Context: an optimization exercise on an open-source flow, tuned for small area and a short achievable clock period. The choices shown serve that exercise and are no tape-out recipe. No functional check of the RTL was part of this run. Power and IR drop assume default switching activity.

## flow/config.mk

```make
export PLATFORM = sky130hd
export DESIGN_NAME = alu
export DESIGN_NICKNAME = alu
export VERILOG_FILES = /design/flow/design.v
export SDC_FILE = /design/flow/constraint.sdc
export NUM_CORES = 4
export LEC_CHECK = 0
export ABC_AREA = 1
export CAP_MARGIN = 20
export CORE_MARGIN = 2
export CORE_UTILIZATION = 40
export GPL_TIMING_DRIVEN = 0
export SLEW_MARGIN = 20
```

## flow/constraint.sdc

```tcl
create_clock -name core_clock -period 9.0 [get_ports {clk}]
set_input_delay 1.8000 -clock core_clock [delete_from_list [all_inputs] [get_ports {clk}]]
set_output_delay 1.8000 -clock core_clock [all_outputs]
set_load 0.01 [all_outputs]
```

## flow/design.v

```verilog
module alu # ( parameter WIDTH = 16, CMD_WIDTH = 4 ) (
	input clk, rst,
	input CE,
	input CIN,
	input mode,
	input [1:0] INP_INVALID,
	input [ CMD_WIDTH-1 :0] CMD,
	input [ WIDTH-1 :0] opa,
	input [ WIDTH-1 :0] opb,
	output reg ERR, OFLOW, g , l, e, cout,
	output reg [ 2 * WIDTH :0] RES
);
    wire [15:0] a = opa;
    wire [15:0] b = opb;
    wire v11 = INP_INVALID == 2'b11;
    wire v10 = INP_INVALID == 2'b10;
    wire v01 = INP_INVALID == 2'b01;
    wire v00 = INP_INVALID == 2'b00;
    wire ar  = mode;
    wire lo  = ~mode;
    wire op_add  = ar & v11 & (CMD == 4'd0);
    wire op_sub  = ar & v11 & (CMD == 4'd1);
    wire op_addc = ar & v11 & (CMD == 4'd2);
    wire op_subc = ar & v11 & (CMD == 4'd3);
    wire op_cmp  = ar & v11 & (CMD == 4'd8);
    wire op_amul = ar & v11 & (CMD == 4'd9);
    wire op_smul = ar & v11 & (CMD == 4'd10);
    wire op_adds = ar & v11 & (CMD == 4'd11);
    wire op_subs = ar & v11 & (CMD == 4'd12);
    wire op_inca = ar & v10 & (CMD == 4'd4);
    wire op_deca = ar & v10 & (CMD == 4'd6);
    wire op_incb = ar & v01 & (CMD == 4'd5);
    wire op_decb = ar & v01 & (CMD == 4'd7);
    wire op_nop  = ar & v00;                
    wire op_and  = lo & v11 & (CMD == 4'd0);
    wire op_nand = lo & v11 & (CMD == 4'd1);
    wire op_or   = lo & v11 & (CMD == 4'd2);
    wire op_nor  = lo & v11 & (CMD == 4'd3);
    wire op_xor  = lo & v11 & (CMD == 4'd4);
    wire op_xnor = lo & v11 & (CMD == 4'd5);
    wire op_rol  = lo & v11 & (CMD == 4'd12);
    wire op_ror  = lo & v11 & (CMD == 4'd13);
    wire op_nota = lo & v10 & (CMD == 4'd6);
    wire op_shra = lo & v10 & (CMD == 4'd8);
    wire op_shla = lo & v10 & (CMD == 4'd9);
    wire op_notb = lo & v01 & (CMD == 4'd7);
    wire op_shrb = lo & v01 & (CMD == 4'd10);
    wire op_shlb = lo & v01 & (CMD == 4'd11);
    wire op_sig  = op_adds | op_subs;
    wire op_mul  = op_amul | op_smul;
    wire op_shq  = op_rol | op_ror | op_shla | op_shra;
    wire op_addt = op_add | op_sub | op_addc | op_subc | op_inca | op_deca |
                   op_incb | op_decb | op_sig;
    wire op_ext  = op_sub | op_subc | op_deca | op_decb | op_sig;
    wire op_lut  = op_and | op_nand | op_or | op_nor | op_xor | op_xnor | op_nota | op_notb;
    wire op_ok   = op_addt | op_cmp | op_mul | op_nop | op_lut | op_shq | op_shrb | op_shlb;
    wire op_err  = ~op_ok;
    wire [15:0] dec = 16'd1 << b[3:0];
    wire [15:0] dec_r = {dec[1], dec[2], dec[3], dec[4], dec[5], dec[6], dec[7], dec[8],
                         dec[9], dec[10], dec[11], dec[12], dec[13], dec[14], dec[15], dec[0]};
    wire [15:0] onehot = ({16{op_rol}} & dec) | ({16{op_ror}} & dec_r) |
                         {op_shra, 13'd0, op_shla, 1'b0};
    wire [15:0] m  = (op_smul ? {a[14:0], 1'b0} : a) | {16{op_decb}};
    wire [15:0] q  = ({16{op_mul}} & b) | onehot;
    wire ben   = 1'b1;
    wire ym1   = op_amul;
    wire one0f = (op_addt & ~op_incb) | op_cmp;
    wire enb  = op_add | op_sub | op_addc | op_subc | op_cmp | op_amul | op_sig | op_incb | op_decb;
    wire inv  = op_sub | op_subc | op_cmp | op_subs | op_deca;
    wire [15:0] r1 = ({16{enb}} & b) ^ {16{inv}};
    wire cin = op_sub | op_cmp | op_subs | op_amul | op_inca | op_incb |
               (op_addc & CIN) | (op_subc & ~CIN);
    wire op_neg = op_sub | op_subc | op_cmp | op_deca | op_decb;
    wire ext16 = op_neg | (op_sig & (m[15] ^ r1[15]));
    wire exthi = op_neg | (op_sig & (m[15] | r1[15]));
    wire [32:0] p;
  wire one0 = (ben & (q[0] ^ ym1)) | one0f;
  wire two0 = ben & ((q[1] & ~q[0] & ~ym1) | (~q[1] & q[0] & ym1));
  wire neg0 = ben & q[1];
  wire pp0_0 = ((one0 & m[0])) ^ neg0;
  wire pp0_1 = ((one0 & m[1]) | (two0 & m[0])) ^ neg0;
  wire pp0_2 = ((one0 & m[2]) | (two0 & m[1])) ^ neg0;
  wire pp0_3 = ((one0 & m[3]) | (two0 & m[2])) ^ neg0;
  wire pp0_4 = ((one0 & m[4]) | (two0 & m[3])) ^ neg0;
  wire pp0_5 = ((one0 & m[5]) | (two0 & m[4])) ^ neg0;
  wire pp0_6 = ((one0 & m[6]) | (two0 & m[5])) ^ neg0;
  wire pp0_7 = ((one0 & m[7]) | (two0 & m[6])) ^ neg0;
  wire pp0_8 = ((one0 & m[8]) | (two0 & m[7])) ^ neg0;
  wire pp0_9 = ((one0 & m[9]) | (two0 & m[8])) ^ neg0;
  wire pp0_10 = ((one0 & m[10]) | (two0 & m[9])) ^ neg0;
  wire pp0_11 = ((one0 & m[11]) | (two0 & m[10])) ^ neg0;
  wire pp0_12 = ((one0 & m[12]) | (two0 & m[11])) ^ neg0;
  wire pp0_13 = ((one0 & m[13]) | (two0 & m[12])) ^ neg0;
  wire pp0_14 = ((one0 & m[14]) | (two0 & m[13])) ^ neg0;
  wire pp0_15 = ((one0 & m[15]) | (two0 & m[14])) ^ neg0;
  wire pp0_16 = ((two0 & m[15])) ^ neg0;
  wire ns0 = ~neg0;
  wire one1 = ben & (q[2] ^ q[1]);
  wire two1 = ben & ((q[3] & ~q[2] & ~q[1]) | (~q[3] & q[2] & q[1]));
  wire neg1 = ben & q[3];
  wire pp1_0 = ((one1 & m[0])) ^ neg1;
  wire pp1_1 = ((one1 & m[1]) | (two1 & m[0])) ^ neg1;
  wire pp1_2 = ((one1 & m[2]) | (two1 & m[1])) ^ neg1;
  wire pp1_3 = ((one1 & m[3]) | (two1 & m[2])) ^ neg1;
  wire pp1_4 = ((one1 & m[4]) | (two1 & m[3])) ^ neg1;
  wire pp1_5 = ((one1 & m[5]) | (two1 & m[4])) ^ neg1;
  wire pp1_6 = ((one1 & m[6]) | (two1 & m[5])) ^ neg1;
  wire pp1_7 = ((one1 & m[7]) | (two1 & m[6])) ^ neg1;
  wire pp1_8 = ((one1 & m[8]) | (two1 & m[7])) ^ neg1;
  wire pp1_9 = ((one1 & m[9]) | (two1 & m[8])) ^ neg1;
  wire pp1_10 = ((one1 & m[10]) | (two1 & m[9])) ^ neg1;
  wire pp1_11 = ((one1 & m[11]) | (two1 & m[10])) ^ neg1;
  wire pp1_12 = ((one1 & m[12]) | (two1 & m[11])) ^ neg1;
  wire pp1_13 = ((one1 & m[13]) | (two1 & m[12])) ^ neg1;
  wire pp1_14 = ((one1 & m[14]) | (two1 & m[13])) ^ neg1;
  wire pp1_15 = ((one1 & m[15]) | (two1 & m[14])) ^ neg1;
  wire pp1_16 = ((two1 & m[15])) ^ neg1;
  wire ns1 = ~neg1;
  wire one2 = ben & (q[4] ^ q[3]);
  wire two2 = ben & ((q[5] & ~q[4] & ~q[3]) | (~q[5] & q[4] & q[3]));
  wire neg2 = ben & q[5];
  wire pp2_0 = ((one2 & m[0])) ^ neg2;
  wire pp2_1 = ((one2 & m[1]) | (two2 & m[0])) ^ neg2;
  wire pp2_2 = ((one2 & m[2]) | (two2 & m[1])) ^ neg2;
  wire pp2_3 = ((one2 & m[3]) | (two2 & m[2])) ^ neg2;
  wire pp2_4 = ((one2 & m[4]) | (two2 & m[3])) ^ neg2;
  wire pp2_5 = ((one2 & m[5]) | (two2 & m[4])) ^ neg2;
  wire pp2_6 = ((one2 & m[6]) | (two2 & m[5])) ^ neg2;
  wire pp2_7 = ((one2 & m[7]) | (two2 & m[6])) ^ neg2;
  wire pp2_8 = ((one2 & m[8]) | (two2 & m[7])) ^ neg2;
  wire pp2_9 = ((one2 & m[9]) | (two2 & m[8])) ^ neg2;
  wire pp2_10 = ((one2 & m[10]) | (two2 & m[9])) ^ neg2;
  wire pp2_11 = ((one2 & m[11]) | (two2 & m[10])) ^ neg2;
  wire pp2_12 = ((one2 & m[12]) | (two2 & m[11])) ^ neg2;
  wire pp2_13 = ((one2 & m[13]) | (two2 & m[12])) ^ neg2;
  wire pp2_14 = ((one2 & m[14]) | (two2 & m[13])) ^ neg2;
  wire pp2_15 = ((one2 & m[15]) | (two2 & m[14])) ^ neg2;
  wire pp2_16 = ((two2 & m[15])) ^ neg2;
  wire ns2 = ~neg2;
  wire one3 = ben & (q[6] ^ q[5]);
  wire two3 = ben & ((q[7] & ~q[6] & ~q[5]) | (~q[7] & q[6] & q[5]));
  wire neg3 = ben & q[7];
  wire pp3_0 = ((one3 & m[0])) ^ neg3;
  wire pp3_1 = ((one3 & m[1]) | (two3 & m[0])) ^ neg3;
  wire pp3_2 = ((one3 & m[2]) | (two3 & m[1])) ^ neg3;
  wire pp3_3 = ((one3 & m[3]) | (two3 & m[2])) ^ neg3;
  wire pp3_4 = ((one3 & m[4]) | (two3 & m[3])) ^ neg3;
  wire pp3_5 = ((one3 & m[5]) | (two3 & m[4])) ^ neg3;
  wire pp3_6 = ((one3 & m[6]) | (two3 & m[5])) ^ neg3;
  wire pp3_7 = ((one3 & m[7]) | (two3 & m[6])) ^ neg3;
  wire pp3_8 = ((one3 & m[8]) | (two3 & m[7])) ^ neg3;
  wire pp3_9 = ((one3 & m[9]) | (two3 & m[8])) ^ neg3;
  wire pp3_10 = ((one3 & m[10]) | (two3 & m[9])) ^ neg3;
  wire pp3_11 = ((one3 & m[11]) | (two3 & m[10])) ^ neg3;
  wire pp3_12 = ((one3 & m[12]) | (two3 & m[11])) ^ neg3;
  wire pp3_13 = ((one3 & m[13]) | (two3 & m[12])) ^ neg3;
  wire pp3_14 = ((one3 & m[14]) | (two3 & m[13])) ^ neg3;
  wire pp3_15 = ((one3 & m[15]) | (two3 & m[14])) ^ neg3;
  wire pp3_16 = ((two3 & m[15])) ^ neg3;
  wire ns3 = ~neg3;
  wire one4 = ben & (q[8] ^ q[7]);
  wire two4 = ben & ((q[9] & ~q[8] & ~q[7]) | (~q[9] & q[8] & q[7]));
  wire neg4 = ben & q[9];
  wire pp4_0 = ((one4 & m[0])) ^ neg4;
  wire pp4_1 = ((one4 & m[1]) | (two4 & m[0])) ^ neg4;
  wire pp4_2 = ((one4 & m[2]) | (two4 & m[1])) ^ neg4;
  wire pp4_3 = ((one4 & m[3]) | (two4 & m[2])) ^ neg4;
  wire pp4_4 = ((one4 & m[4]) | (two4 & m[3])) ^ neg4;
  wire pp4_5 = ((one4 & m[5]) | (two4 & m[4])) ^ neg4;
  wire pp4_6 = ((one4 & m[6]) | (two4 & m[5])) ^ neg4;
  wire pp4_7 = ((one4 & m[7]) | (two4 & m[6])) ^ neg4;
  wire pp4_8 = ((one4 & m[8]) | (two4 & m[7])) ^ neg4;
  wire pp4_9 = ((one4 & m[9]) | (two4 & m[8])) ^ neg4;
  wire pp4_10 = ((one4 & m[10]) | (two4 & m[9])) ^ neg4;
  wire pp4_11 = ((one4 & m[11]) | (two4 & m[10])) ^ neg4;
  wire pp4_12 = ((one4 & m[12]) | (two4 & m[11])) ^ neg4;
  wire pp4_13 = ((one4 & m[13]) | (two4 & m[12])) ^ neg4;
  wire pp4_14 = ((one4 & m[14]) | (two4 & m[13])) ^ neg4;
  wire pp4_15 = ((one4 & m[15]) | (two4 & m[14])) ^ neg4;
  wire pp4_16 = ((two4 & m[15])) ^ neg4;
  wire ns4 = ~neg4;
  wire one5 = ben & (q[10] ^ q[9]);
  wire two5 = ben & ((q[11] & ~q[10] & ~q[9]) | (~q[11] & q[10] & q[9]));
  wire neg5 = ben & q[11];
  wire pp5_0 = ((one5 & m[0])) ^ neg5;
  wire pp5_1 = ((one5 & m[1]) | (two5 & m[0])) ^ neg5;
  wire pp5_2 = ((one5 & m[2]) | (two5 & m[1])) ^ neg5;
  wire pp5_3 = ((one5 & m[3]) | (two5 & m[2])) ^ neg5;
  wire pp5_4 = ((one5 & m[4]) | (two5 & m[3])) ^ neg5;
  wire pp5_5 = ((one5 & m[5]) | (two5 & m[4])) ^ neg5;
  wire pp5_6 = ((one5 & m[6]) | (two5 & m[5])) ^ neg5;
  wire pp5_7 = ((one5 & m[7]) | (two5 & m[6])) ^ neg5;
  wire pp5_8 = ((one5 & m[8]) | (two5 & m[7])) ^ neg5;
  wire pp5_9 = ((one5 & m[9]) | (two5 & m[8])) ^ neg5;
  wire pp5_10 = ((one5 & m[10]) | (two5 & m[9])) ^ neg5;
  wire pp5_11 = ((one5 & m[11]) | (two5 & m[10])) ^ neg5;
  wire pp5_12 = ((one5 & m[12]) | (two5 & m[11])) ^ neg5;
  wire pp5_13 = ((one5 & m[13]) | (two5 & m[12])) ^ neg5;
  wire pp5_14 = ((one5 & m[14]) | (two5 & m[13])) ^ neg5;
  wire pp5_15 = ((one5 & m[15]) | (two5 & m[14])) ^ neg5;
  wire pp5_16 = ((two5 & m[15])) ^ neg5;
  wire ns5 = ~neg5;
  wire one6 = ben & (q[12] ^ q[11]);
  wire two6 = ben & ((q[13] & ~q[12] & ~q[11]) | (~q[13] & q[12] & q[11]));
  wire neg6 = ben & q[13];
  wire pp6_0 = ((one6 & m[0])) ^ neg6;
  wire pp6_1 = ((one6 & m[1]) | (two6 & m[0])) ^ neg6;
  wire pp6_2 = ((one6 & m[2]) | (two6 & m[1])) ^ neg6;
  wire pp6_3 = ((one6 & m[3]) | (two6 & m[2])) ^ neg6;
  wire pp6_4 = ((one6 & m[4]) | (two6 & m[3])) ^ neg6;
  wire pp6_5 = ((one6 & m[5]) | (two6 & m[4])) ^ neg6;
  wire pp6_6 = ((one6 & m[6]) | (two6 & m[5])) ^ neg6;
  wire pp6_7 = ((one6 & m[7]) | (two6 & m[6])) ^ neg6;
  wire pp6_8 = ((one6 & m[8]) | (two6 & m[7])) ^ neg6;
  wire pp6_9 = ((one6 & m[9]) | (two6 & m[8])) ^ neg6;
  wire pp6_10 = ((one6 & m[10]) | (two6 & m[9])) ^ neg6;
  wire pp6_11 = ((one6 & m[11]) | (two6 & m[10])) ^ neg6;
  wire pp6_12 = ((one6 & m[12]) | (two6 & m[11])) ^ neg6;
  wire pp6_13 = ((one6 & m[13]) | (two6 & m[12])) ^ neg6;
  wire pp6_14 = ((one6 & m[14]) | (two6 & m[13])) ^ neg6;
  wire pp6_15 = ((one6 & m[15]) | (two6 & m[14])) ^ neg6;
  wire pp6_16 = ((two6 & m[15])) ^ neg6;
  wire ns6 = ~neg6;
  wire one7 = ben & (q[14] ^ q[13]);
  wire two7 = ben & ((q[15] & ~q[14] & ~q[13]) | (~q[15] & q[14] & q[13]));
  wire neg7 = ben & q[15];
  wire pp7_0 = ((one7 & m[0])) ^ neg7;
  wire pp7_1 = ((one7 & m[1]) | (two7 & m[0])) ^ neg7;
  wire pp7_2 = ((one7 & m[2]) | (two7 & m[1])) ^ neg7;
  wire pp7_3 = ((one7 & m[3]) | (two7 & m[2])) ^ neg7;
  wire pp7_4 = ((one7 & m[4]) | (two7 & m[3])) ^ neg7;
  wire pp7_5 = ((one7 & m[5]) | (two7 & m[4])) ^ neg7;
  wire pp7_6 = ((one7 & m[6]) | (two7 & m[5])) ^ neg7;
  wire pp7_7 = ((one7 & m[7]) | (two7 & m[6])) ^ neg7;
  wire pp7_8 = ((one7 & m[8]) | (two7 & m[7])) ^ neg7;
  wire pp7_9 = ((one7 & m[9]) | (two7 & m[8])) ^ neg7;
  wire pp7_10 = ((one7 & m[10]) | (two7 & m[9])) ^ neg7;
  wire pp7_11 = ((one7 & m[11]) | (two7 & m[10])) ^ neg7;
  wire pp7_12 = ((one7 & m[12]) | (two7 & m[11])) ^ neg7;
  wire pp7_13 = ((one7 & m[13]) | (two7 & m[12])) ^ neg7;
  wire pp7_14 = ((one7 & m[14]) | (two7 & m[13])) ^ neg7;
  wire pp7_15 = ((one7 & m[15]) | (two7 & m[14])) ^ neg7;
  wire pp7_16 = ((two7 & m[15])) ^ neg7;
  wire ns7 = ~neg7;
  wire pp8_0 = ben & q[15] & m[0];
  wire pp8_1 = ben & q[15] & m[1];
  wire pp8_2 = ben & q[15] & m[2];
  wire pp8_3 = ben & q[15] & m[3];
  wire pp8_4 = ben & q[15] & m[4];
  wire pp8_5 = ben & q[15] & m[5];
  wire pp8_6 = ben & q[15] & m[6];
  wire pp8_7 = ben & q[15] & m[7];
  wire pp8_8 = ben & q[15] & m[8];
  wire pp8_9 = ben & q[15] & m[9];
  wire pp8_10 = ben & q[15] & m[10];
  wire pp8_11 = ben & q[15] & m[11];
  wire pp8_12 = ben & q[15] & m[12];
  wire pp8_13 = ben & q[15] & m[13];
  wire pp8_14 = ben & q[15] & m[14];
  wire pp8_15 = ben & q[15] & m[15];
  wire s1 = neg7 ^ r1[14];
  wire c2 = neg7 & r1[14];
  wire s3 = r1[15] ^ pp0_15;
  wire c4 = r1[15] & pp0_15;
  wire s5 = pp8_0 ^ ext16 ^ pp0_16;
  wire c6 = (pp8_0 & ext16) | (pp8_0 & pp0_16) | (ext16 & pp0_16);
  wire s7 = ~(ns0 ^ pp8_1);
  wire c8 = ns0 | pp8_1;
  wire s9 = exthi ^ pp1_15;
  wire c10 = exthi & pp1_15;
  wire s11 = ~(pp8_2 ^ exthi);
  wire c12 = pp8_2 | exthi;
  wire s13 = pp1_16 ^ pp2_14;
  wire c14 = pp1_16 & pp2_14;
  wire s15 = ns1 ^ pp8_3 ^ exthi;
  wire c16 = (ns1 & pp8_3) | (ns1 & exthi) | (pp8_3 & exthi);
  wire s17 = ~pp8_4;
  wire s19 = neg4 ^ r1[8];
  wire c20 = neg4 & r1[8];
  wire s21 = r1[9] ^ pp0_9;
  wire c22 = r1[9] & pp0_9;
  wire s23 = neg5 ^ r1[10] ^ pp0_10;
  wire c24 = (neg5 & r1[10]) | (neg5 & pp0_10) | (r1[10] & pp0_10);
  wire s25 = pp1_8 ^ pp2_6;
  wire c26 = pp1_8 & pp2_6;
  wire s27 = r1[11] ^ pp0_11 ^ pp1_9;
  wire c28 = (r1[11] & pp0_11) | (r1[11] & pp1_9) | (pp0_11 & pp1_9);
  wire s29 = pp2_7 ^ pp3_5;
  wire c30 = pp2_7 & pp3_5;
  wire s31 = neg6 ^ r1[12] ^ pp0_12;
  wire c32 = (neg6 & r1[12]) | (neg6 & pp0_12) | (r1[12] & pp0_12);
  wire s33 = pp1_10 ^ pp2_8 ^ pp3_6;
  wire c34 = (pp1_10 & pp2_8) | (pp1_10 & pp3_6) | (pp2_8 & pp3_6);
  wire s35 = pp4_4 ^ pp5_2;
  wire c36 = pp4_4 & pp5_2;
  wire s37 = r1[13] ^ pp0_13 ^ pp1_11;
  wire c38 = (r1[13] & pp0_13) | (r1[13] & pp1_11) | (pp0_13 & pp1_11);
  wire s39 = pp2_9 ^ pp3_7 ^ pp4_5;
  wire c40 = (pp2_9 & pp3_7) | (pp2_9 & pp4_5) | (pp3_7 & pp4_5);
  wire s41 = pp5_3 ^ pp6_1;
  wire c42 = pp5_3 & pp6_1;
  wire s43 = pp0_14 ^ pp1_12 ^ pp2_10;
  wire c44 = (pp0_14 & pp1_12) | (pp0_14 & pp2_10) | (pp1_12 & pp2_10);
  wire s45 = pp3_8 ^ pp4_6 ^ pp5_4;
  wire c46 = (pp3_8 & pp4_6) | (pp3_8 & pp5_4) | (pp4_6 & pp5_4);
  wire s47 = pp6_2 ^ pp7_0 ^ s1;
  wire c48 = (pp6_2 & pp7_0) | (pp6_2 & s1) | (pp7_0 & s1);
  wire s49 = pp1_13 ^ pp2_11 ^ pp3_9;
  wire c50 = (pp1_13 & pp2_11) | (pp1_13 & pp3_9) | (pp2_11 & pp3_9);
  wire s51 = pp4_7 ^ pp5_5 ^ pp6_3;
  wire c52 = (pp4_7 & pp5_5) | (pp4_7 & pp6_3) | (pp5_5 & pp6_3);
  wire s53 = pp7_1 ^ c2 ^ s3;
  wire c54 = (pp7_1 & c2) | (pp7_1 & s3) | (c2 & s3);
  wire s55 = pp1_14 ^ pp2_12 ^ pp3_10;
  wire c56 = (pp1_14 & pp2_12) | (pp1_14 & pp3_10) | (pp2_12 & pp3_10);
  wire s57 = pp4_8 ^ pp5_6 ^ pp6_4;
  wire c58 = (pp4_8 & pp5_6) | (pp4_8 & pp6_4) | (pp5_6 & pp6_4);
  wire s59 = pp7_2 ^ c4 ^ s5;
  wire c60 = (pp7_2 & c4) | (pp7_2 & s5) | (c4 & s5);
  wire s61 = pp2_13 ^ pp3_11 ^ pp4_9;
  wire c62 = (pp2_13 & pp3_11) | (pp2_13 & pp4_9) | (pp3_11 & pp4_9);
  wire s63 = pp5_7 ^ pp6_5 ^ pp7_3;
  wire c64 = (pp5_7 & pp6_5) | (pp5_7 & pp7_3) | (pp6_5 & pp7_3);
  wire s65 = s7 ^ s9 ^ c6;
  wire c66 = (s7 & s9) | (s7 & c6) | (s9 & c6);
  wire s67 = pp3_12 ^ pp4_10 ^ pp5_8;
  wire c68 = (pp3_12 & pp4_10) | (pp3_12 & pp5_8) | (pp4_10 & pp5_8);
  wire s69 = pp6_6 ^ pp7_4 ^ c8;
  wire c70 = (pp6_6 & pp7_4) | (pp6_6 & c8) | (pp7_4 & c8);
  wire s71 = c10 ^ s11 ^ s13;
  wire c72 = (c10 & s11) | (c10 & s13) | (s11 & s13);
  wire s73 = pp2_15 ^ pp3_13 ^ pp4_11;
  wire c74 = (pp2_15 & pp3_13) | (pp2_15 & pp4_11) | (pp3_13 & pp4_11);
  wire s75 = pp5_9 ^ pp6_7 ^ pp7_5;
  wire c76 = (pp5_9 & pp6_7) | (pp5_9 & pp7_5) | (pp6_7 & pp7_5);
  wire s77 = c12 ^ c14 ^ s15;
  wire c78 = (c12 & c14) | (c12 & s15) | (c14 & s15);
  wire s79 = exthi ^ s17 ^ pp2_16;
  wire c80 = (exthi & s17) | (exthi & pp2_16) | (s17 & pp2_16);
  wire s81 = pp3_14 ^ pp4_12 ^ pp5_10;
  wire c82 = (pp3_14 & pp4_12) | (pp3_14 & pp5_10) | (pp4_12 & pp5_10);
  wire s83 = pp6_8 ^ pp7_6 ^ c16;
  wire c84 = (pp6_8 & pp7_6) | (pp6_8 & c16) | (pp7_6 & c16);
  wire s85 = ns2 ^ pp8_4 ^ pp8_5;
  wire c86 = (ns2 & pp8_4) | (ns2 & pp8_5) | (pp8_4 & pp8_5);
  wire s87 = exthi ^ pp3_15 ^ pp4_13;
  wire c88 = (exthi & pp3_15) | (exthi & pp4_13) | (pp3_15 & pp4_13);
  wire s89 = pp5_11 ^ pp6_9 ^ pp7_7;
  wire c90 = (pp5_11 & pp6_9) | (pp5_11 & pp7_7) | (pp6_9 & pp7_7);
  wire s91 = ~(pp8_6 ^ exthi);
  wire c92 = pp8_6 | exthi;
  wire s93 = pp3_16 ^ pp4_14 ^ pp5_12;
  wire c94 = (pp3_16 & pp4_14) | (pp3_16 & pp5_12) | (pp4_14 & pp5_12);
  wire s95 = pp6_10 ^ pp7_8;
  wire c96 = pp6_10 & pp7_8;
  wire s97 = ns3 ^ pp8_7 ^ exthi;
  wire c98 = (ns3 & pp8_7) | (ns3 & exthi) | (pp8_7 & exthi);
  wire s99 = pp4_15 ^ pp5_13 ^ pp6_11;
  wire c100 = (pp4_15 & pp5_13) | (pp4_15 & pp6_11) | (pp5_13 & pp6_11);
  wire s101 = ~(pp8_8 ^ exthi);
  wire c102 = pp8_8 | exthi;
  wire s103 = pp4_16 ^ pp5_14;
  wire c104 = pp4_16 & pp5_14;
  wire s105 = ns4 ^ pp8_9 ^ exthi;
  wire c106 = (ns4 & pp8_9) | (ns4 & exthi) | (pp8_9 & exthi);
  wire s107 = ~pp8_10;
  wire s109 = neg2 ^ r1[4];
  wire c110 = neg2 & r1[4];
  wire s111 = r1[5] ^ pp0_5;
  wire c112 = r1[5] & pp0_5;
  wire s113 = neg3 ^ r1[6] ^ pp0_6;
  wire c114 = (neg3 & r1[6]) | (neg3 & pp0_6) | (r1[6] & pp0_6);
  wire s115 = pp1_4 ^ pp2_2;
  wire c116 = pp1_4 & pp2_2;
  wire s117 = r1[7] ^ pp0_7 ^ pp1_5;
  wire c118 = (r1[7] & pp0_7) | (r1[7] & pp1_5) | (pp0_7 & pp1_5);
  wire s119 = pp2_3 ^ pp3_1;
  wire c120 = pp2_3 & pp3_1;
  wire s121 = pp0_8 ^ pp1_6 ^ pp2_4;
  wire c122 = (pp0_8 & pp1_6) | (pp0_8 & pp2_4) | (pp1_6 & pp2_4);
  wire s123 = pp3_2 ^ pp4_0 ^ s19;
  wire c124 = (pp3_2 & pp4_0) | (pp3_2 & s19) | (pp4_0 & s19);
  wire s125 = pp1_7 ^ pp2_5 ^ pp3_3;
  wire c126 = (pp1_7 & pp2_5) | (pp1_7 & pp3_3) | (pp2_5 & pp3_3);
  wire s127 = pp4_1 ^ c20 ^ s21;
  wire c128 = (pp4_1 & c20) | (pp4_1 & s21) | (c20 & s21);
  wire s129 = pp3_4 ^ pp4_2 ^ pp5_0;
  wire c130 = (pp3_4 & pp4_2) | (pp3_4 & pp5_0) | (pp4_2 & pp5_0);
  wire s131 = c22 ^ s25 ^ s23;
  wire c132 = (c22 & s25) | (c22 & s23) | (s25 & s23);
  wire s133 = pp4_3 ^ pp5_1 ^ c26;
  wire c134 = (pp4_3 & pp5_1) | (pp4_3 & c26) | (pp5_1 & c26);
  wire s135 = s29 ^ c24 ^ s27;
  wire c136 = (s29 & c24) | (s29 & s27) | (c24 & s27);
  wire s137 = pp6_0 ^ c30 ^ s35;
  wire c138 = (pp6_0 & c30) | (pp6_0 & s35) | (c30 & s35);
  wire s139 = c28 ^ s31 ^ s33;
  wire c140 = (c28 & s31) | (c28 & s33) | (s31 & s33);
  wire s141 = c36 ^ s41 ^ c32;
  wire c142 = (c36 & s41) | (c36 & c32) | (s41 & c32);
  wire s143 = c34 ^ s37 ^ s39;
  wire c144 = (c34 & s37) | (c34 & s39) | (s37 & s39);
  wire s145 = c42 ^ c38 ^ c40;
  wire c146 = (c42 & c38) | (c42 & c40) | (c38 & c40);
  wire s147 = s43 ^ s45 ^ s47;
  wire c148 = (s43 & s45) | (s43 & s47) | (s45 & s47);
  wire s149 = c44 ^ c46 ^ s49;
  wire c150 = (c44 & c46) | (c44 & s49) | (c46 & s49);
  wire s151 = s51 ^ c48 ^ s53;
  wire c152 = (s51 & c48) | (s51 & s53) | (c48 & s53);
  wire s153 = c50 ^ c52 ^ s55;
  wire c154 = (c50 & c52) | (c50 & s55) | (c52 & s55);
  wire s155 = s57 ^ c54 ^ s59;
  wire c156 = (s57 & c54) | (s57 & s59) | (c54 & s59);
  wire s157 = c56 ^ c58 ^ s61;
  wire c158 = (c56 & c58) | (c56 & s61) | (c58 & s61);
  wire s159 = s63 ^ c60 ^ s65;
  wire c160 = (s63 & c60) | (s63 & s65) | (c60 & s65);
  wire s161 = c62 ^ c64 ^ s67;
  wire c162 = (c62 & c64) | (c62 & s67) | (c64 & s67);
  wire s163 = s69 ^ s71 ^ c66;
  wire c164 = (s69 & s71) | (s69 & c66) | (s71 & c66);
  wire s165 = c68 ^ s73 ^ s75;
  wire c166 = (c68 & s73) | (c68 & s75) | (s73 & s75);
  wire s167 = c70 ^ c72 ^ s77;
  wire c168 = (c70 & c72) | (c70 & s77) | (c72 & s77);
  wire s169 = c74 ^ c76 ^ s79;
  wire c170 = (c74 & c76) | (c74 & s79) | (c76 & s79);
  wire s171 = s81 ^ c78 ^ s83;
  wire c172 = (s81 & c78) | (s81 & s83) | (c78 & s83);
  wire s173 = s85 ^ c80 ^ c82;
  wire c174 = (s85 & c80) | (s85 & c82) | (c80 & c82);
  wire s175 = s87 ^ s89 ^ c84;
  wire c176 = (s87 & s89) | (s87 & c84) | (s89 & c84);
  wire s177 = c86 ^ s91 ^ s95;
  wire c178 = (c86 & s91) | (c86 & s95) | (s91 & s95);
  wire s179 = c88 ^ c90 ^ s93;
  wire c180 = (c88 & c90) | (c88 & s93) | (c90 & s93);
  wire s181 = pp7_9 ^ c92 ^ c96;
  wire c182 = (pp7_9 & c92) | (pp7_9 & c96) | (c92 & c96);
  wire s183 = s97 ^ c94 ^ s99;
  wire c184 = (s97 & c94) | (s97 & s99) | (c94 & s99);
  wire s185 = pp6_12 ^ pp7_10 ^ s101;
  wire c186 = (pp6_12 & pp7_10) | (pp6_12 & s101) | (pp7_10 & s101);
  wire s187 = c98 ^ s103 ^ c100;
  wire c188 = (c98 & s103) | (c98 & c100) | (s103 & c100);
  wire s189 = pp5_15 ^ pp6_13 ^ pp7_11;
  wire c190 = (pp5_15 & pp6_13) | (pp5_15 & pp7_11) | (pp6_13 & pp7_11);
  wire s191 = c102 ^ c104 ^ s105;
  wire c192 = (c102 & c104) | (c102 & s105) | (c104 & s105);
  wire s193 = exthi ^ s107 ^ pp5_16;
  wire c194 = (exthi & s107) | (exthi & pp5_16) | (s107 & pp5_16);
  wire s195 = pp6_14 ^ pp7_12 ^ c106;
  wire c196 = (pp6_14 & pp7_12) | (pp6_14 & c106) | (pp7_12 & c106);
  wire s197 = ns5 ^ pp8_10 ^ pp8_11;
  wire c198 = (ns5 & pp8_10) | (ns5 & pp8_11) | (pp8_10 & pp8_11);
  wire s199 = exthi ^ pp6_15 ^ pp7_13;
  wire c200 = (exthi & pp6_15) | (exthi & pp7_13) | (pp6_15 & pp7_13);
  wire s201 = ~(pp8_12 ^ exthi);
  wire c202 = pp8_12 | exthi;
  wire s203 = pp6_16 ^ pp7_14;
  wire c204 = pp6_16 & pp7_14;
  wire s205 = ns6 ^ pp8_13 ^ exthi;
  wire c206 = (ns6 & pp8_13) | (ns6 & exthi) | (pp8_13 & exthi);
  wire s207 = ~pp8_14;
  wire s209 = neg0 ^ cin;
  wire c210 = neg0 & cin;
  wire s211 = neg1 ^ r1[2];
  wire c212 = neg1 & r1[2];
  wire s213 = r1[3] ^ pp0_3;
  wire c214 = r1[3] & pp0_3;
  wire s215 = pp0_4 ^ pp1_2 ^ pp2_0;
  wire c216 = (pp0_4 & pp1_2) | (pp0_4 & pp2_0) | (pp1_2 & pp2_0);
  wire s217 = pp1_3 ^ pp2_1 ^ c110;
  wire c218 = (pp1_3 & pp2_1) | (pp1_3 & c110) | (pp2_1 & c110);
  wire s219 = pp3_0 ^ c112 ^ s115;
  wire c220 = (pp3_0 & c112) | (pp3_0 & s115) | (c112 & s115);
  wire s221 = c116 ^ s119 ^ c114;
  wire c222 = (c116 & s119) | (c116 & c114) | (s119 & c114);
  wire s223 = c120 ^ c118 ^ s121;
  wire c224 = (c120 & c118) | (c120 & s121) | (c118 & s121);
  wire s225 = c122 ^ s125 ^ c124;
  wire c226 = (c122 & s125) | (c122 & c124) | (s125 & c124);
  wire s227 = c126 ^ s129 ^ c128;
  wire c228 = (c126 & s129) | (c126 & c128) | (s129 & c128);
  wire s229 = c130 ^ s133 ^ c132;
  wire c230 = (c130 & s133) | (c130 & c132) | (s133 & c132);
  wire s231 = c134 ^ s137 ^ c136;
  wire c232 = (c134 & s137) | (c134 & c136) | (s137 & c136);
  wire s233 = c138 ^ c140 ^ s141;
  wire c234 = (c138 & c140) | (c138 & s141) | (c140 & s141);
  wire s235 = c142 ^ c144 ^ s145;
  wire c236 = (c142 & c144) | (c142 & s145) | (c144 & s145);
  wire s237 = c146 ^ s149 ^ c148;
  wire c238 = (c146 & s149) | (c146 & c148) | (s149 & c148);
  wire s239 = c150 ^ s153 ^ c152;
  wire c240 = (c150 & s153) | (c150 & c152) | (s153 & c152);
  wire s241 = c154 ^ s157 ^ c156;
  wire c242 = (c154 & s157) | (c154 & c156) | (s157 & c156);
  wire s243 = c158 ^ s161 ^ c160;
  wire c244 = (c158 & s161) | (c158 & c160) | (s161 & c160);
  wire s245 = c162 ^ s165 ^ c164;
  wire c246 = (c162 & s165) | (c162 & c164) | (s165 & c164);
  wire s247 = c166 ^ s169 ^ c168;
  wire c248 = (c166 & s169) | (c166 & c168) | (s169 & c168);
  wire s249 = c170 ^ s173 ^ s175;
  wire c250 = (c170 & s173) | (c170 & s175) | (s173 & s175);
  wire s251 = s177 ^ c174 ^ s179;
  wire c252 = (s177 & c174) | (s177 & s179) | (c174 & s179);
  wire s253 = s181 ^ c178 ^ c180;
  wire c254 = (s181 & c178) | (s181 & c180) | (c178 & c180);
  wire s255 = c182 ^ s185 ^ c184;
  wire c256 = (c182 & s185) | (c182 & c184) | (s185 & c184);
  wire s257 = s189 ^ c186 ^ c188;
  wire c258 = (s189 & c186) | (s189 & c188) | (c186 & c188);
  wire s259 = c190 ^ s193 ^ c192;
  wire c260 = (c190 & s193) | (c190 & c192) | (s193 & c192);
  wire s261 = s197 ^ c194 ^ s199;
  wire c262 = (s197 & c194) | (s197 & s199) | (c194 & s199);
  wire s263 = c198 ^ s201 ^ s203;
  wire c264 = (c198 & s201) | (c198 & s203) | (s201 & s203);
  wire s265 = pp7_15 ^ c202 ^ c204;
  wire c266 = (pp7_15 & c202) | (pp7_15 & c204) | (c202 & c204);
  wire s267 = exthi ^ s207 ^ pp7_16;
  wire c268 = (exthi & s207) | (exthi & pp7_16) | (s207 & pp7_16);
  wire s269 = ns7 ^ pp8_14 ^ pp8_15;
  wire c270 = (ns7 & pp8_14) | (ns7 & pp8_15) | (pp8_14 & pp8_15);
  wire s271 = r1[0] ^ pp0_0;
  wire c272 = r1[0] & pp0_0;
  wire s273 = r1[1] ^ pp0_1 ^ c210;
  wire c274 = (r1[1] & pp0_1) | (r1[1] & c210) | (pp0_1 & c210);
  wire s275 = pp0_2 ^ pp1_0 ^ s211;
  wire c276 = (pp0_2 & pp1_0) | (pp0_2 & s211) | (pp1_0 & s211);
  wire s277 = pp1_1 ^ c212 ^ s213;
  wire c278 = (pp1_1 & c212) | (pp1_1 & s213) | (c212 & s213);
  wire s279 = c214 ^ s109 ^ s215;
  wire c280 = (c214 & s109) | (c214 & s215) | (s109 & s215);
  wire s281 = s111 ^ c216 ^ s217;
  wire c282 = (s111 & c216) | (s111 & s217) | (c216 & s217);
  wire s283 = s113 ^ c218 ^ s219;
  wire c284 = (s113 & c218) | (s113 & s219) | (c218 & s219);
  wire s285 = s117 ^ c220 ^ s221;
  wire c286 = (s117 & c220) | (s117 & s221) | (c220 & s221);
  wire s287 = s123 ^ c222 ^ s223;
  wire c288 = (s123 & c222) | (s123 & s223) | (c222 & s223);
  wire s289 = s127 ^ c224 ^ s225;
  wire c290 = (s127 & c224) | (s127 & s225) | (c224 & s225);
  wire s291 = s131 ^ c226 ^ s227;
  wire c292 = (s131 & c226) | (s131 & s227) | (c226 & s227);
  wire s293 = s135 ^ c228 ^ s229;
  wire c294 = (s135 & c228) | (s135 & s229) | (c228 & s229);
  wire s295 = s139 ^ c230 ^ s231;
  wire c296 = (s139 & c230) | (s139 & s231) | (c230 & s231);
  wire s297 = s143 ^ c232 ^ s233;
  wire c298 = (s143 & c232) | (s143 & s233) | (c232 & s233);
  wire s299 = s147 ^ c234 ^ s235;
  wire c300 = (s147 & c234) | (s147 & s235) | (c234 & s235);
  wire s301 = s151 ^ c236 ^ s237;
  wire c302 = (s151 & c236) | (s151 & s237) | (c236 & s237);
  wire s303 = s155 ^ c238 ^ s239;
  wire c304 = (s155 & c238) | (s155 & s239) | (c238 & s239);
  wire s305 = s159 ^ c240 ^ s241;
  wire c306 = (s159 & c240) | (s159 & s241) | (c240 & s241);
  wire s307 = s163 ^ s243 ^ c242;
  wire c308 = (s163 & s243) | (s163 & c242) | (s243 & c242);
  wire s309 = s167 ^ c244 ^ s245;
  wire c310 = (s167 & c244) | (s167 & s245) | (c244 & s245);
  wire s311 = s171 ^ c246 ^ s247;
  wire c312 = (s171 & c246) | (s171 & s247) | (c246 & s247);
  wire s313 = c172 ^ s249 ^ c248;
  wire c314 = (c172 & s249) | (c172 & c248) | (s249 & c248);
  wire s315 = c176 ^ s251 ^ c250;
  wire c316 = (c176 & s251) | (c176 & c250) | (s251 & c250);
  wire s317 = s183 ^ c252 ^ s253;
  wire c318 = (s183 & c252) | (s183 & s253) | (c252 & s253);
  wire s319 = s187 ^ c254 ^ s255;
  wire c320 = (s187 & c254) | (s187 & s255) | (c254 & s255);
  wire s321 = s191 ^ c256 ^ s257;
  wire c322 = (s191 & c256) | (s191 & s257) | (c256 & s257);
  wire s323 = s195 ^ s259 ^ c258;
  wire c324 = (s195 & s259) | (s195 & c258) | (s259 & c258);
  wire s325 = c196 ^ s261 ^ c260;
  wire c326 = (c196 & s261) | (c196 & c260) | (s261 & c260);
  wire s327 = c200 ^ s263 ^ c262;
  wire c328 = (c200 & s263) | (c200 & c262) | (s263 & c262);
  wire s329 = s205 ^ s265 ^ c264;
  wire c330 = (s205 & s265) | (s205 & c264) | (s265 & c264);
  wire s331 = c206 ^ s267 ^ c266;
  wire c332 = (c206 & s267) | (c206 & c266) | (s267 & c266);
  wire s333 = exthi ^ s269 ^ c268;
  wire c334 = (exthi & s269) | (exthi & c268) | (s269 & c268);
  wire s335 = ~(exthi ^ c270);
  wire c336 = exthi | c270;
  wire [32:0] fa_x = {c334, c332, c330, c328, c326, c324, c322, c320, c318, c316, c314, c312, c310, c308, c306, c304, c302, c300, c298, c296, c294, c292, c290, c288, c286, c284, c282, c280, c278, c276, c274, c272, s271};
  wire [32:0] fa_y = {s335, s333, s331, s329, s327, s325, s323, s321, s319, s317, s315, s313, s311, s309, s307, s305, s303, s301, s299, s297, s295, s293, s291, s289, s287, s285, s283, s281, s279, s277, s275, s273, s209};
  wire [32:0] gg0 = fa_x & fa_y;
  wire [32:0] pp0 = fa_x ^ fa_y;
  wire g337 = gg0[1] | (pp0[1] & gg0[0]);
  wire p338 = pp0[1] & pp0[0];
  wire g339 = gg0[3] | (pp0[3] & gg0[2]);
  wire p340 = pp0[3] & pp0[2];
  wire g341 = gg0[5] | (pp0[5] & gg0[4]);
  wire p342 = pp0[5] & pp0[4];
  wire g343 = gg0[7] | (pp0[7] & gg0[6]);
  wire p344 = pp0[7] & pp0[6];
  wire g345 = gg0[9] | (pp0[9] & gg0[8]);
  wire p346 = pp0[9] & pp0[8];
  wire g347 = gg0[11] | (pp0[11] & gg0[10]);
  wire p348 = pp0[11] & pp0[10];
  wire g349 = gg0[13] | (pp0[13] & gg0[12]);
  wire p350 = pp0[13] & pp0[12];
  wire g351 = gg0[15] | (pp0[15] & gg0[14]);
  wire p352 = pp0[15] & pp0[14];
  wire g353 = gg0[17] | (pp0[17] & gg0[16]);
  wire p354 = pp0[17] & pp0[16];
  wire g355 = gg0[19] | (pp0[19] & gg0[18]);
  wire p356 = pp0[19] & pp0[18];
  wire g357 = gg0[21] | (pp0[21] & gg0[20]);
  wire p358 = pp0[21] & pp0[20];
  wire g359 = gg0[23] | (pp0[23] & gg0[22]);
  wire p360 = pp0[23] & pp0[22];
  wire g361 = gg0[25] | (pp0[25] & gg0[24]);
  wire p362 = pp0[25] & pp0[24];
  wire g363 = gg0[27] | (pp0[27] & gg0[26]);
  wire p364 = pp0[27] & pp0[26];
  wire g365 = gg0[29] | (pp0[29] & gg0[28]);
  wire p366 = pp0[29] & pp0[28];
  wire g367 = gg0[31] | (pp0[31] & gg0[30]);
  wire p368 = pp0[31] & pp0[30];
  wire g369 = gg0[2] | (pp0[2] & g337);
  wire p370 = pp0[2] & p338;
  wire g371 = g339 | (p340 & g337);
  wire p372 = p340 & p338;
  wire g373 = gg0[6] | (pp0[6] & g341);
  wire p374 = pp0[6] & p342;
  wire g375 = g343 | (p344 & g341);
  wire p376 = p344 & p342;
  wire g377 = gg0[10] | (pp0[10] & g345);
  wire p378 = pp0[10] & p346;
  wire g379 = g347 | (p348 & g345);
  wire p380 = p348 & p346;
  wire g381 = gg0[14] | (pp0[14] & g349);
  wire p382 = pp0[14] & p350;
  wire g383 = g351 | (p352 & g349);
  wire p384 = p352 & p350;
  wire g385 = gg0[18] | (pp0[18] & g353);
  wire p386 = pp0[18] & p354;
  wire g387 = g355 | (p356 & g353);
  wire p388 = p356 & p354;
  wire g389 = gg0[22] | (pp0[22] & g357);
  wire p390 = pp0[22] & p358;
  wire g391 = g359 | (p360 & g357);
  wire p392 = p360 & p358;
  wire g393 = gg0[26] | (pp0[26] & g361);
  wire p394 = pp0[26] & p362;
  wire g395 = g363 | (p364 & g361);
  wire p396 = p364 & p362;
  wire g397 = gg0[30] | (pp0[30] & g365);
  wire p398 = pp0[30] & p366;
  wire g399 = g367 | (p368 & g365);
  wire p400 = p368 & p366;
  wire g401 = gg0[4] | (pp0[4] & g371);
  wire p402 = pp0[4] & p372;
  wire g403 = g341 | (p342 & g371);
  wire p404 = p342 & p372;
  wire g405 = g373 | (p374 & g371);
  wire p406 = p374 & p372;
  wire g407 = g375 | (p376 & g371);
  wire p408 = p376 & p372;
  wire g409 = gg0[12] | (pp0[12] & g379);
  wire p410 = pp0[12] & p380;
  wire g411 = g349 | (p350 & g379);
  wire p412 = p350 & p380;
  wire g413 = g381 | (p382 & g379);
  wire p414 = p382 & p380;
  wire g415 = g383 | (p384 & g379);
  wire p416 = p384 & p380;
  wire g417 = gg0[20] | (pp0[20] & g387);
  wire p418 = pp0[20] & p388;
  wire g419 = g357 | (p358 & g387);
  wire p420 = p358 & p388;
  wire g421 = g389 | (p390 & g387);
  wire p422 = p390 & p388;
  wire g423 = g391 | (p392 & g387);
  wire p424 = p392 & p388;
  wire g425 = gg0[28] | (pp0[28] & g395);
  wire p426 = pp0[28] & p396;
  wire g427 = g365 | (p366 & g395);
  wire p428 = p366 & p396;
  wire g429 = g397 | (p398 & g395);
  wire p430 = p398 & p396;
  wire g431 = g399 | (p400 & g395);
  wire p432 = p400 & p396;
  wire g433 = gg0[8] | (pp0[8] & g407);
  wire p434 = pp0[8] & p408;
  wire g435 = g345 | (p346 & g407);
  wire p436 = p346 & p408;
  wire g437 = g377 | (p378 & g407);
  wire p438 = p378 & p408;
  wire g439 = g379 | (p380 & g407);
  wire p440 = p380 & p408;
  wire g441 = g409 | (p410 & g407);
  wire p442 = p410 & p408;
  wire g443 = g411 | (p412 & g407);
  wire p444 = p412 & p408;
  wire g445 = g413 | (p414 & g407);
  wire p446 = p414 & p408;
  wire g447 = g415 | (p416 & g407);
  wire p448 = p416 & p408;
  wire g449 = gg0[24] | (pp0[24] & g423);
  wire p450 = pp0[24] & p424;
  wire g451 = g361 | (p362 & g423);
  wire p452 = p362 & p424;
  wire g453 = g393 | (p394 & g423);
  wire p454 = p394 & p424;
  wire g455 = g395 | (p396 & g423);
  wire p456 = p396 & p424;
  wire g457 = g425 | (p426 & g423);
  wire p458 = p426 & p424;
  wire g459 = g427 | (p428 & g423);
  wire p460 = p428 & p424;
  wire g461 = g429 | (p430 & g423);
  wire p462 = p430 & p424;
  wire g463 = g431 | (p432 & g423);
  wire p464 = p432 & p424;
  wire g465 = gg0[16] | (pp0[16] & g447);
  wire p466 = pp0[16] & p448;
  wire g467 = g353 | (p354 & g447);
  wire p468 = p354 & p448;
  wire g469 = g385 | (p386 & g447);
  wire p470 = p386 & p448;
  wire g471 = g387 | (p388 & g447);
  wire p472 = p388 & p448;
  wire g473 = g417 | (p418 & g447);
  wire p474 = p418 & p448;
  wire g475 = g419 | (p420 & g447);
  wire p476 = p420 & p448;
  wire g477 = g421 | (p422 & g447);
  wire p478 = p422 & p448;
  wire g479 = g423 | (p424 & g447);
  wire p480 = p424 & p448;
  wire g481 = g449 | (p450 & g447);
  wire p482 = p450 & p448;
  wire g483 = g451 | (p452 & g447);
  wire p484 = p452 & p448;
  wire g485 = g453 | (p454 & g447);
  wire p486 = p454 & p448;
  wire g487 = g455 | (p456 & g447);
  wire p488 = p456 & p448;
  wire g489 = g457 | (p458 & g447);
  wire p490 = p458 & p448;
  wire g491 = g459 | (p460 & g447);
  wire p492 = p460 & p448;
  wire g493 = g461 | (p462 & g447);
  wire p494 = p462 & p448;
  wire g495 = g463 | (p464 & g447);
  wire p496 = p464 & p448;
  wire g497 = gg0[32] | (pp0[32] & g495);
  wire p498 = pp0[32] & p496;
  assign p[0] = pp0[0];
  assign p[1] = pp0[1] ^ gg0[0];
  assign p[2] = pp0[2] ^ g337;
  assign p[3] = pp0[3] ^ g369;
  assign p[4] = pp0[4] ^ g371;
  assign p[5] = pp0[5] ^ g401;
  assign p[6] = pp0[6] ^ g403;
  assign p[7] = pp0[7] ^ g405;
  assign p[8] = pp0[8] ^ g407;
  assign p[9] = pp0[9] ^ g433;
  assign p[10] = pp0[10] ^ g435;
  assign p[11] = pp0[11] ^ g437;
  assign p[12] = pp0[12] ^ g439;
  assign p[13] = pp0[13] ^ g441;
  assign p[14] = pp0[14] ^ g443;
  assign p[15] = pp0[15] ^ g445;
  assign p[16] = pp0[16] ^ g447;
  assign p[17] = pp0[17] ^ g465;
  assign p[18] = pp0[18] ^ g467;
  assign p[19] = pp0[19] ^ g469;
  assign p[20] = pp0[20] ^ g471;
  assign p[21] = pp0[21] ^ g473;
  assign p[22] = pp0[22] ^ g475;
  assign p[23] = pp0[23] ^ g477;
  assign p[24] = pp0[24] ^ g479;
  assign p[25] = pp0[25] ^ g481;
  assign p[26] = pp0[26] ^ g483;
  assign p[27] = pp0[27] ^ g485;
  assign p[28] = pp0[28] ^ g487;
  assign p[29] = pp0[29] ^ g489;
  assign p[30] = pp0[30] ^ g491;
  assign p[31] = pp0[31] ^ g493;
  assign p[32] = pp0[32] ^ g495;
    wire z = ~|p[15:0];
    wire t00 = op_nand | op_nor | op_xnor | op_nota | op_notb;
    wire t01 = op_nand | op_or  | op_xor  | op_nota;
    wire t10 = op_nand | op_or  | op_xor  | op_notb;
    wire t11 = op_and  | op_or  | op_xnor;
    wire [15:0] lut = ({16{t00}} & ~a & ~b) | ({16{t01}} & ~a & b) |
                      ({16{t10}} & a & ~b) | ({16{t11}} & a & b);
    wire sel_p  = op_addt | op_mul;
    wire sel_lo = sel_p | op_rol | op_ror | op_shla;
    wire sel_hi = op_rol | op_ror | op_shra;
    wire [15:0] res_lo = ({16{sel_lo}} & p[15:0]) | ({16{sel_hi}} & p[31:16]) | lut |
                         ({16{op_shlb}} & {b[14:0], 1'b0}) | ({16{op_shrb}} & {1'b0, b[15:1]});
    wire [32:0] res_n = {{17{sel_p}} & p[32:16], res_lo};
    wire op_fl   = op_cmp | op_sig;
    wire cout_n  = op_addt & p[16];
    wire oflow_n = ((op_addc | op_subc | op_inca | op_incb) & p[16]) | (op_sig & (p[16] ^ p[15]));
    wire g_n     = op_fl & ~p[16] & ~z;
    wire l_n     = op_fl & p[16];
    wire e_n     = op_fl & ~p[16] & z;
    wire err_n   = op_err | ((op_rol | op_ror) & (|b[15:4]));
    always @(posedge clk or posedge rst) begin
        if (rst) begin
            RES <= 33'd0;
            {g, l, e, ERR, cout, OFLOW} <= 6'b0;
        end else if (CE) begin
            RES <= res_n;
            if (!op_nop)
                {g, l, e, ERR, cout, OFLOW} <= {g_n, l_n, e_n, err_n, cout_n, oflow_n};
        end
    end
endmodule
```

## flow/flow/run.sh

```bash
#!/bin/bash
# The standard layout (the standard.sh, all of its steps), with two changes:
#  - synthesis: Yosys's synth command also gets -noabc, so its quick generic
#    ABC pass does not rewrite the full adders before extract_fa maps them (that
#    pass leaves an inverter between most pairs of adder cells).  The rest of
#    the synthesis script is synth_recipe.tcl unchanged (-nofsm -noshare,
#    flatten, renames), and ORFS's own ABC mapping still runs afterwards.
#  - placement: buffer_ports uses sky130_fd_sc_hd__buf_1 for the port buffers
#    instead of the delay cell it picks by default; every input and output port
#    still gets its own buffer.
# The make output is kept in standard.log.
set -euo pipefail
{
  echo 'proc synth {args} { yosys synth -nofsm -noshare -noabc {*}$args }'
  tail -n +2 synth_recipe.tcl
} > synth_noabc.tcl
bash standard.sh SYNTH_SCRIPT="$PWD/synth_noabc.tcl" \
  BUFFER_PORTS_ARGS="-buffer_cell sky130_fd_sc_hd__buf_1" finish > standard.log 2>&1
```

## flow/standard.sh

```bash
#!/bin/bash
# synth_recipe.tcl (not shown) runs the flow's synth.tcl, then flattens the netlist and writes it again
# the make line also repeats each setting of config.mk as NAME=value (left out here)
make -C /OpenROAD-flow-scripts/flow DESIGN_CONFIG=/design/flow/config.mk WORK_HOME=/design/flow/orfs CLKGATE_MAP_FILE= SYNTH_SCRIPT=/design/flow/synth_recipe.tcl "${@:-finish}"
```

==> reports/qor.csv <==
metric,value,unit
core_area,0.0325,mm2
synth_edf_count,0,
dpl-instance-area,0.0140,mm2
final_layout_size_suffix_gt1_share,6.48,%
worstSetupStartpoint,CMD[1],
numCtsBuffers,5,
crit_slowest_cell,fa_1,
setup_viol,0,
drt_first_pass_iters,6,
antenna_found_initial,0,
h-tree-depth,2,
cts_root_buffer,clkbuf_16,
maxCapViolations,0,
p_leak,8.11,nW
setup_ws,0.365,ns
power,1.14,mW
grt_pass1_wl,84800,um
cp-end-kind,register,
dpl_worst_slack,-0.657,ns
synth_top_area_share,26.1,%
antenna_cells,0,
synth.area.top_cells,"nand2_1 (26%), fa_1 (22%), nand3_1 (9.3%), dfrtp_1 (7.4%), ha_1 (5.5%)",
skew,0,ns
fin_crit_sh,95.9,%
clk_path_buf_depth,2,
netlist_area,0.0131,mm2
grt_pass1_vias,14200,
routed_wl,56000,um
dieArea,0.0343,mm2
fin_tns_setup,0,ns
final_cells,2681,
wl_met1,24800,um
rows,66,
grt_max_degree,25,
rsz0062_at_grt,false,
io_pins,82,
wl_met2,24100,um
synthesis.instances,2138,
cts_hold_buf,0,
tritoncts,done,
crit_type,input port to register,
vias_per_cell,5.57,
hpwl,45500,um
whs,0.485,ns
final_area,0.0143,mm2
synth.most_common_cell,nand2_1,
vias,14900,
ys.flop_type,dfrtp_1,
avgSynthCellArea,6.14,um2
clkSlewWorstSetupHoldPaths,0.07,ns
fmax,116,MHz
wire_per_inst,20.9,um
hold_violations,0,
io_buffers,78,
start_util,40.4,%
area_growth,9.06,%
pwr_density_cell,79.6,mW/mm2
top_layer,met4,
worstPathMaxFanout,10,
ys_ff_latch,39,
synth_cell_types,47,
start_kind,input port,
yosys.area.top_type,nand2_1,
synthArstFlopShare,100,%
ir_drop,0.0918,mV
fin_nets,2482,
die_width,185,um
clk_latency,0.29,ns
synth_seq_area_share,7.44,%
syn_nets,2382,
drt-initial-drc-count,1463,
crit_top_cell,nand2_1,
worst-endpoint-arrival,8.82,ns
fin_crit,8.63,ns
grt_overflow,0,
tightest_slew,0.874,ns
place_congestion,1.05,
holdCritStartpoint,l,
wl_met3,4600,um
status,timing/DRC/antenna clean,
maxSlewHeadroom,41.7,%
worst_ep_required_time,9.19,ns
rr_startpoint,RES[0],
place_inst,2665,
grt_util_all_layers,33.0,%
drv_slew,0,
drc,0,
cts_sinks,39,
yosys_warnings,1,
finish.utilization,44.1,%
synth_common_cells,"nand2_1 (911), nand3_1 (243), inv_1 (173)",
hp-class,register to register,
cp_slowest_stage_delay,0.57,ns
postRouteAntennaNets,0,
die_h,185,um
[cells in the final DEF, fill, tap and decap left out, drive strengths merged, types with 3 or more instances in the layout]
cell	count
fa	143
a21oi	69
nor3	10
inv	180
o211ai	16
dfrtp	39
nand2	929
ha	58
o21bai	3
clkinvlp	3
o21ai	48
nor2	132
buf	155
xor2	20
nand4	99
and2	4
nand3b	5
a31oi	3
clkbuf	35
a221oi	3
xnor2	20
nand3	253
[what timing repair did]
| item | in CTS | in global routing |
|---|---|---|
| pin swaps | 2 | 2 |
| gates cloned | 0 | 0 |
| endpoints found under the setup margin | 24 | 28 |
| resized for setup | 2 | 19 |
| setup buffers | 6 | 3 |
[layer usage]
metal	GRT usage [%]	vias up
met5	0	-
met4	13.9	0
met3	4.29	110
met2	51.7	686
met1	45.7	7041
li1	-	7104
[worst paths after layout]
check / cells past startpoint / slack [ns] / endpoint
max: 31 / 0.37 / RES[1]
min: 2 / 0.48 / l
max reg2reg: 3 / 8.22 / RES[0]
min reg2reg: 2 / 0.48 / l
max in group asynchronous: 3 / 7.05 / RES[5]
min in group asynchronous: 2 / 1.48 / RES[12]
[sequential cells by signal, indices dropped and copies added (netlist names)]
register  count
OFLOW         1
g             1
RES          33
e             1
cout          1
l             1
ERR           1
[report_power, final]
part | total, mW | switching [mW] | internal (mW)
combinational | 0.743 | 0.502 | 0.241
clock | 0.192 | 0.0878 | 0.104
sequential | 0.205 | 0.0116 | 0.193
[area by class of cell]
type,instances,area [um2]
plain buffers,91,469
clock buffers,5,125
clock inverters,3,23.8
fillers,3575,18100
inverters,182,687
multi-input cells,1825,11000
flip-flops and latches,39,976
well taps,442,553
repair buffers,94,433
[cell families after synthesis]
logic type               Yosys count  synth area share (%)
AND/OR/NAND/NOR                 1434                  46.9
buffers and inverters            274                  8.77
adder cells (fa/ha/maj)          201                  27.3
AO/OA/AOI/OAI                    150                  6.53
XOR/XNOR                          40                  3.01
flip-flops                        39                  7.44
[critical path: cells and delay by family]
kind	cells	cell delay (ns)
fa+ha+maj	6	2.75
buf+inv	8	1.59
simple gates	12	1.54
compound gates	4	0.94
xor+xnor	1	0.18

==> port drivers added, routing unchanged <==
How much do the figures lean on ideal ports? The routed layout below was timed once more, with nothing changed but the port constraints. Step 1, drivers: a clkbuf_16 drives clk and a buf_2 each remaining input, both assumed. Step 2 also shifts input and output timing later by t, the mid clock arrival at the registers, as if the neighbouring blocks saw the same clock. Three values: no drivers, after step 1, after step 2; two values: the first two.
shift t [ns]: 0.331
setup slack, ns: 0.365 / 0.378 / 0.047
worst hold slack (ns): 0.485 / 0.485 / 0.485
worst setup path at the end: input to register
After both steps setup and hold are still met in this run. For this run, drivers alone change the setup slack by +0.013 ns; drivers and shift together by -0.318 ns.
